Background: an optimization exercise with open tools, aiming at small area. Do not read the settings as production practice. In this exercise RTL edits were held to simulation tests only and were not proved equivalent to the original. Power and IR drop assume default switching activity. The clock port is modelled as an ideal driver; clocking choices that lean on that would not hold on a real chip.

## lane 4
// main
module main(
    clock, reset, instruction, in_pc, out_pc, alu_op, reg_dst, jumpp, branch, reg_write,  mem_read, mem_to_reg, mem_write, ALU_src,
    read_data1, read_data2, alu_control, alu_out, out_sign, out_put_mux, read_data, ram_reg, pc_add, jump_j
    );
For scale: about 3600 cells after synthesis, about 2100 flip-flops, ~0.073 sq mm of cells after synthesis.
clock: 10.5 ns
lec_check: 0
cap_margin: 20
core_margin: 2
core_utilization: 55
cts_cluster_diameter: 150
cts_cluster_size: 30
setup_slack_margin: 0.2
slew_margin: 20
synth_hierarchical: 1
synth_minimum_keep_size: 0
run.sh (not shown) runs the stock make flow with config.mk's settings and CLKGATE_MAP_FILE= SYNTH_SCRIPT=/design/flow/synth_recipe.tcl, a recipe that flattens the netlist after the stock synthesis.
Relative to lane 4, the following input files were edited for lane 1:
# lane 4
export LEC_CHECK = 0
export CAP_MARGIN = 20
export CORE_MARGIN = 2
export CORE_UTILIZATION = 55
export CTS_CLUSTER_DIAMETER = 150
export CTS_CLUSTER_SIZE = 30
export SETUP_SLACK_MARGIN = 0.2
export SLEW_MARGIN = 20
export SYNTH_HIERARCHICAL = 1
export SYNTH_MINIMUM_KEEP_SIZE = 0
create_clock -name core_clock -period 10.5 [get_ports {clock}]
# lane 1
export LEC_CHECK = 0
export CAP_MARGIN = 20
export CORE_MARGIN = 2
export CORE_UTILIZATION = 55
export SETUP_SLACK_MARGIN = 0.2
export SLEW_MARGIN = 20
export SYNTH_HIERARCHICAL = 1
export SYNTH_MINIMUM_KEEP_SIZE = 0
create_clock -name core_clock -period 10.5 [get_ports {clock}]
Findings:
Diff lane 4 -> lane 1: part of the power in the clock network rose 11 points; cell count +4.1%; number of H-tree branching levels went up 1; leakage power total up 7.9%. Going from lane 4 to lane 1, first-pass GRT wire length went up by about 1.8%, met1 routing resource usage after global routing roughly the same. Summary: with lane 4 as the reference, power dissipated in the clock network in lane 1 moved up by more than half. Between lane 4 and lane 1, total non-filler cell area in the finished layout is higher for lane 1, lane 4 comes in under that. Clock buffer count: lane 1 higher than lane 4.

Setup of lagoon:
The RTL this note starts from:
==> flow/design.v <==
`timescale 1ns / 1ps
module main(
    clock, reset, instruction, in_pc, out_pc, alu_op, reg_dst, jumpp, branch, reg_write,  mem_read, mem_to_reg, mem_write, ALU_src,
    read_data1, read_data2, alu_control, alu_out, out_sign, out_put_mux, read_data, ram_reg, pc_add, jump_j
    );
    input clock;
    input reset;
    input wire [7:0] instruction;
    output wire [7:0] in_pc;
    output reg  [7:0] out_pc;
    output wire [1:0] alu_op;
    output wire reg_dst, jumpp, branch, reg_write, mem_read, mem_to_reg, mem_write, ALU_src;
    output wire [7:0] read_data1, read_data2;
    output wire [2:0] alu_control;
    output wire [7:0] alu_out, out_sign, out_put_mux, read_data, ram_reg, pc_add, jump_j;
    wire [2:0] op = instruction[7:5];
    wire b4 = instruction[4];
    wire b3 = instruction[3];
    wire [2:0] f = instruction[2:0];
    wire is_lw   = (op == 3'b001);
    wire is_sw   = (op == 3'b010);
    wire is_j    = (op == 3'b011);
    wire is_rr   = (op == 3'b100) | (op == 3'b110);
    wire is_addi = (op == 3'b101);
    assign reg_dst    = is_rr;
    assign reg_write  = is_lw | is_rr | is_addi;
    assign mem_read   = is_lw;
    assign mem_to_reg = is_lw;
    assign mem_write  = is_sw;
    assign ALU_src    = is_lw | is_sw | is_addi;
    assign jumpp      = is_j;
    assign branch     = 1'b0;
    assign alu_op     = {is_rr | is_addi, is_j | is_addi};
    wire f000 = (f == 3'b000);
    wire f010 = (f == 3'b010);
    assign alu_control = is_rr ? {1'b0, f010, f000} : {1'b0, is_j, ~is_j};
    reg [7:0] r0, r1;
    assign read_data1 = b3 ? r1 : r0;
    assign read_data2 = b4 ? r1 : r0;
    assign out_sign    = {5'b0, f};
    assign out_put_mux = ALU_src ? out_sign : read_data2;
    wire alu_sub = alu_control[1];
    wire [7:0] alu_sum = read_data1 + (out_put_mux ^ {8{alu_sub}}) + {7'd0, alu_sub};
    assign alu_out = (alu_control[0] | alu_control[1]) ? alu_sum : 8'd0;
    wire [3:0] rlo = b3 ? r1[3:0] : r0[3:0];
    wire [4:0] lsum = {1'b0, rlo} + {2'b0, f};
    wire c4 = lsum[4];
    wire [15:0] hd0, hd1;
    wire [15:0] lo_n, hr_n;    
    genvar i, j, b;
    generate
        for (i = 0; i < 16; i = i + 1) begin : pd
            assign hd0[i] = (r0[7:4] == i);
            assign hd1[i] = (r1[7:4] == i);
            assign lo_n[i] = ~(lsum[3:0] == i);
            assign hr_n[i] = ~(c4 ? (b3 ? hd1[(i + 15) % 16] : hd0[(i + 15) % 16])
                                  : (b3 ? hd1[i] : hd0[i]));
        end
    endgenerate
    reg [7:0] mem [0:255];
    wire [7:0] mem_q;      
    wire [7:0] wdata = mem_write ? read_data2 : mem_q;
    wire [255:0] we;
    generate
        for (i = 0; i < 256; i = i + 1) begin : g
            cell_nor2 u_we (.a(hr_n[i/16]), .b(lo_n[i%16]), .y(we[i]));
            always @(posedge clock)
                if (we[i]) mem[i] <= wdata;
        end
    endgenerate
    wire [15:0] lo = ~lo_n;
    wire [7:0] rd;
    generate
        for (b = 0; b < 8; b = b + 1) begin : rb
            wire [15:0] grp_n;
            for (j = 0; j < 16; j = j + 1) begin : gr
                wire [5:0] l1_n;
                for (i = 0; i < 5; i = i + 1) begin : l1
                    cell_aoi222 u (.a0(lo[3*i]), .b0(mem[16*j+3*i][b]), .a1(lo[3*i+1]), .b1(mem[16*j+3*i+1][b]),
                                   .a2(lo[3*i+2]), .b2(mem[16*j+3*i+2][b]), .y(l1_n[i]));
                end
                cell_nand2 u_l1_last (.a(lo[15]), .b(mem[16*j+15][b]), .y(l1_n[5]));
                wire x, y;
                cell_nand3 u_x (.a(l1_n[0]), .b(l1_n[1]), .c(l1_n[2]), .y(x));
                cell_nand3 u_y (.a(l1_n[3]), .b(l1_n[4]), .c(l1_n[5]), .y(y));
                cell_o21ai u_g (.a1(x), .a2(y), .b1(~hr_n[j]), .y(grp_n[j]));
            end
            wire [3:0] l3;
            for (i = 0; i < 4; i = i + 1) begin : l3g
                cell_nand4 u (.a(grp_n[4*i]), .b(grp_n[4*i+1]), .c(grp_n[4*i+2]), .d(grp_n[4*i+3]), .y(l3[i]));
            end
            assign mem_q[b] = |l3;
            assign rd[b] = mem_q[b] & mem_read;
        end
    endgenerate
    assign read_data = rd;
    assign ram_reg = mem_to_reg ? read_data : alu_out;
    assign pc_add = out_pc + 8'd1;
    assign jump_j = {3'b000, instruction[4:0]};
    assign in_pc  = jumpp ? jump_j : pc_add;
    always @(posedge clock) begin
        if (reset) begin
            out_pc <= 8'd0;
            r0 <= 8'd5;
            r1 <= 8'd1;
        end else begin
            out_pc <= in_pc;
            if (reg_write) begin
                if (b3) r1 <= ram_reg; else r0 <= ram_reg;
            end
        end
    end
endmodule
module cell_nor2 (input a, input b, output y);
    assign y = ~(a | b);
endmodule
module cell_nand2 (input a, input b, output y);
    assign y = ~(a & b);
endmodule
module cell_nand3 (input a, input b, input c, output y);
    assign y = ~(a & b & c);
endmodule
module cell_nand4 (input a, input b, input c, input d, output y);
    assign y = ~(a & b & c & d);
endmodule
module cell_aoi222 (input a0, input b0, input a1, input b1, input a2, input b2, output y);
    assign y = ~((a0 & b0) | (a1 & b1) | (a2 & b2));
endmodule
module cell_o21ai (input a1, input a2, input b1, output y);
    assign y = ~((a1 | a2) & b1);
endmodule
clock: 10.5 ns
lec_check: 0
cap_margin: 20
core_margin: 2
core_utilization: 62
place_density: 0.75
setup_slack_margin: 0.1
slew_margin: 20
synth_hierarchical: 1
synth_minimum_keep_size: 0
standard.sh (not shown) runs the stock make flow with config.mk's settings and CLKGATE_MAP_FILE= SYNTH_SCRIPT=/design/flow/synth_recipe.tcl, a recipe that flattens the netlist after the stock synthesis.
==> flow/flow/run.sh <==
#!/bin/bash
# The standard layout (the standard.sh, standard synthesis included), with these changes:
#  - the port buffers are the smallest buffer cell instead of clkdlybuf4s50_1;
#  - clock-tree sinks are clustered 30 to a leaf buffer, within 80 um, with no dummy loads;
# Each tool's full output goes to the ORFS logs under orfs/logs/; make's output to standard.log.
set -euo pipefail
cd "$(dirname "$0")/.."
export BUFFER_PORTS_ARGS="-buffer_cell sky130_fd_sc_hd__buf_1"
export CTS_ARGS="-sink_clustering_enable -repair_clock_nets -sink_clustering_size 30 -sink_clustering_max_diameter 80 -dont_use_dummy_load"
bash standard.sh > standard.log 2>&1
Relative to lagoon, the following input files were edited for zinc:
Settings: removing PLACE_DENSITY (formerly 0.75).
==> flow/flow/run.sh <==
#!/bin/bash
# The standard layout (the standard.sh, standard synthesis included), with these changes:
#  - the port buffers are the smallest buffer cell instead of clkdlybuf4s50_1;
#  - clock-tree sinks are clustered 30 to a leaf buffer, within 80 um, with no dummy loads;
#  - after global routing, gates off the critical paths are downsized (RECOVER_POWER).
# Each tool's full output goes to the ORFS logs under orfs/logs/; make's output to standard.log.
set -euo pipefail
cd "$(dirname "$0")/.."
export BUFFER_PORTS_ARGS="-buffer_cell sky130_fd_sc_hd__buf_1"
export CTS_ARGS="-sink_clustering_enable -repair_clock_nets -sink_clustering_size 30 -sink_clustering_max_diameter 80 -dont_use_dummy_load"
export RECOVER_POWER=100
bash standard.sh > standard.log 2>&1
## What came out
- In zinc the implementation completed, yet the final layout does not meet the checks, the culprit being max-capacitance violations, max-slew violations.
- Changes observed in zinc relative to lagoon: wire length went up; utilization went down; detailed-placement wirelength estimate went up; fill cell instance count of the final layout went up.
- lagoon -> zinc: count of clock-buffer cells in the layout increased by a few percent
- Changes observed in zinc relative to lagoon: via count neither gained nor lost much, number of failing setup endpoints in the final timing report about even.
- Diff lagoon -> zinc: global-route wire length before repair now sits higher, sequential power now sits at about the same level.
- zinc ended with less highest net fanout along the worst path than lagoon.
Modified inputs, indigo compared to zinc
Settings: GPL_TIMING_DRIVEN newly set to 0.
==> flow/flow/run.sh <==
#!/bin/bash
# The standard layout (the standard.sh, standard synthesis included), with these changes:
#  - the port buffers are the smallest buffer cell instead of clkdlybuf4s50_1;
#  - clock-tree sinks are clustered 30 to a leaf buffer, within 80 um, with no dummy loads;
# Each tool's full output goes to the ORFS logs under orfs/logs/; make's output to standard.log.
set -euo pipefail
cd "$(dirname "$0")/.."
export BUFFER_PORTS_ARGS="-buffer_cell sky130_fd_sc_hd__buf_1"
export CTS_ARGS="-sink_clustering_enable -repair_clock_nets -sink_clustering_size 30 -sink_clustering_max_diameter 80 -dont_use_dummy_load"
bash standard.sh > standard.log 2>&1
--- outcome ---
Per the final summary, indigo finished and its layout is clean on timing, DRC and antenna.
indigo vs. zinc: synthesis-to-layout area growth went up by 3.7 points; final-layout clock buffer total went down by 2.
Across both runs, sequential share of layout area was lower for indigo than for zinc.
Total number of nets in the final design delta for indigo relative to zinc: about 1.4% higher
[diff] routed wire length, indigo relative to zinc: improvement
When indigo is measured against zinc, its overall power of the completed layout turns out about 6% higher.
The CTS buffer count in indigo sits 2 below the value recorded for zinc.
The higher slack of the worst reg-to-reg path of zinc and indigo is in indigo.
indigo: worst setup slack after layout lower than zinc
Diff zinc -> indigo | clock slew seen by the registers of the worst setup and hold paths | decrease of 0.03 ns
Power in combinational cells in indigo is about 34% higher than in zinc
Here is what was changed in the inputs of garnet compared with indigo.
Settings: GPL_TIMING_DRIVEN: 0 -> unset; CORE_UTILIZATION: 62 -> 68.
Notes after the runs:
- Relative to indigo, the per-cell routed wire length measured on garnet has increased by a few percent.
- The sequential share of layout area number comes out higher for garnet vs indigo.
- Looking only at width of the die, and setting everything else aside, the higher value of garnet and indigo goes to indigo.
- garnet against indigo: cell depth of the worst setup path went down; post-CTS setup repair buffer count went down; initial antenna violation count went up.
- indigo -> garnet: maximum clock frequency increased slightly
- garnet against indigo: setup slack at placement shows an increase of 1.28 ns; wire length saw an increase; starting density of the core shows an increase of 5.7 points.
Changes in raven relative to garnet:
Settings: changing CORE_UTILIZATION from 68 to 55; setting CTS_CLUSTER_DIAMETER to 150 for the first time; setting CTS_CLUSTER_SIZE to 24 for the first time.
==> flow/run.sh (new file) <==
#!/bin/bash
# synth_recipe.tcl (not shown) runs the flow's synth.tcl, then flattens the netlist and writes it again
# the make line also repeats each setting of config.mk as NAME=value (left out here)
make -C /OpenROAD-flow-scripts/flow DESIGN_CONFIG=/design/flow/config.mk WORK_HOME=/design/flow/orfs CLKGATE_MAP_FILE= SYNTH_SCRIPT=/design/flow/synth_recipe.tcl finish
removed: flow/flow/run.sh
removed: flow/standard.sh
Results
The higher power spent charging and discharging nets came out of raven.
When the final numbers for raven and garnet were put side by side, the pin count of the biggest net entering global routing turned out to be smaller in garnet.
garnet → raven: cell area after synthesis now sits at about the same level, worst setup slack has increased, met1 track demand over resource in global routing dropped 9.2 points, multi-input logic area shows an increase of about 0.32%, global-route wire length before repair higher.
#### Input delta (yarrow over raven)
Settings: removing CTS_CLUSTER_SIZE (formerly 24); removing CTS_CLUSTER_DIAMETER (formerly 150).
==> flow/flow/run.sh (new file) <==
#!/bin/bash
# The standard layout (the standard.sh, standard synthesis included), with three changes:
#  - the port buffers are the smallest buffer cell instead of clkdlybuf4s50_1;
#  - clock-tree sinks are clustered 24 to a leaf buffer, within 150 um;
#  - the clock tree gets no dummy loads.
# Each tool's full output goes to the ORFS logs under orfs/logs/; make's output to standard.log.
set -euo pipefail
cd "$(dirname "$0")/.."
export BUFFER_PORTS_ARGS="-buffer_cell sky130_fd_sc_hd__buf_1"
export CTS_ARGS="-sink_clustering_enable -repair_clock_nets -sink_clustering_size 24 -sink_clustering_max_diameter 150 -dont_use_dummy_load"
bash standard.sh > standard.log 2>&1
==> flow/standard.sh (new file) <==
#!/bin/bash
# synth_recipe.tcl (not shown) runs the flow's synth.tcl, then flattens the netlist and writes it again
# the make line also repeats each setting of config.mk as NAME=value (left out here)
make -C /OpenROAD-flow-scripts/flow DESIGN_CONFIG=/design/flow/config.mk WORK_HOME=/design/flow/orfs CLKGATE_MAP_FILE= SYNTH_SCRIPT=/design/flow/synth_recipe.tcl "${@:-finish}"
removed: flow/run.sh
[summary]
Changes observed in yarrow relative to raven: sequential cell area share picked up an extra 0.84 points, filler cell count in the final layout saw an increase. The final reports for yarrow and raven show peak clock frequency supported by timing higher in the former. When yarrow is measured against raven, its share of the clock period used by the worst path turns out 0.42 points lower. yarrow vs raven, top routing layer in use: met5 vs met4.

separate check: timing with driven ports:
The results above use ideal ports. As a check the final layouts listed here were re-extracted and re-timed, cells and wires unchanged. Step 1, drivers: a clkbuf_16 drives clock and a buf_2 each remaining input, both assumed. Step 2 also shifts input and output timing later by t, the mid clock arrival at the registers, as if the neighbouring blocks saw the same clock. Slacks: no drivers / after step 1 / after step 2; pairs: no drivers / after step 1.
| run | t (ns) | slack for setup (ns) | worst setup path after step 2 |
|---|---|---|---|
| lane 4 | 0.796 | 0.234 / 0.209 / 0.209 | input to output |
| lane 1 | 0.887 | 0.234 / 0.209 / 0.209 | input to output |
| lagoon | 0.740 | 0.364 / 0.340 / 0.340 | input to output |
| zinc | 0.757 | 0.163 / 0.141 / -0.198 | input to register |
| indigo | 0.756 | 0.117 / 0.091 / 0.091 | input to output |
| garnet | 0.762 | 0.257 / 0.229 / 0.229 | input to output |
| raven | 0.824 | 0.413 / 0.389 / 0.389 | input to output |
| yarrow | 0.796 | 0.457 / 0.429 / 0.429 | input to output |
For zinc, which loses most, drivers alone change the setup slack by -0.022 ns; drivers and shift together by -0.361 ns.
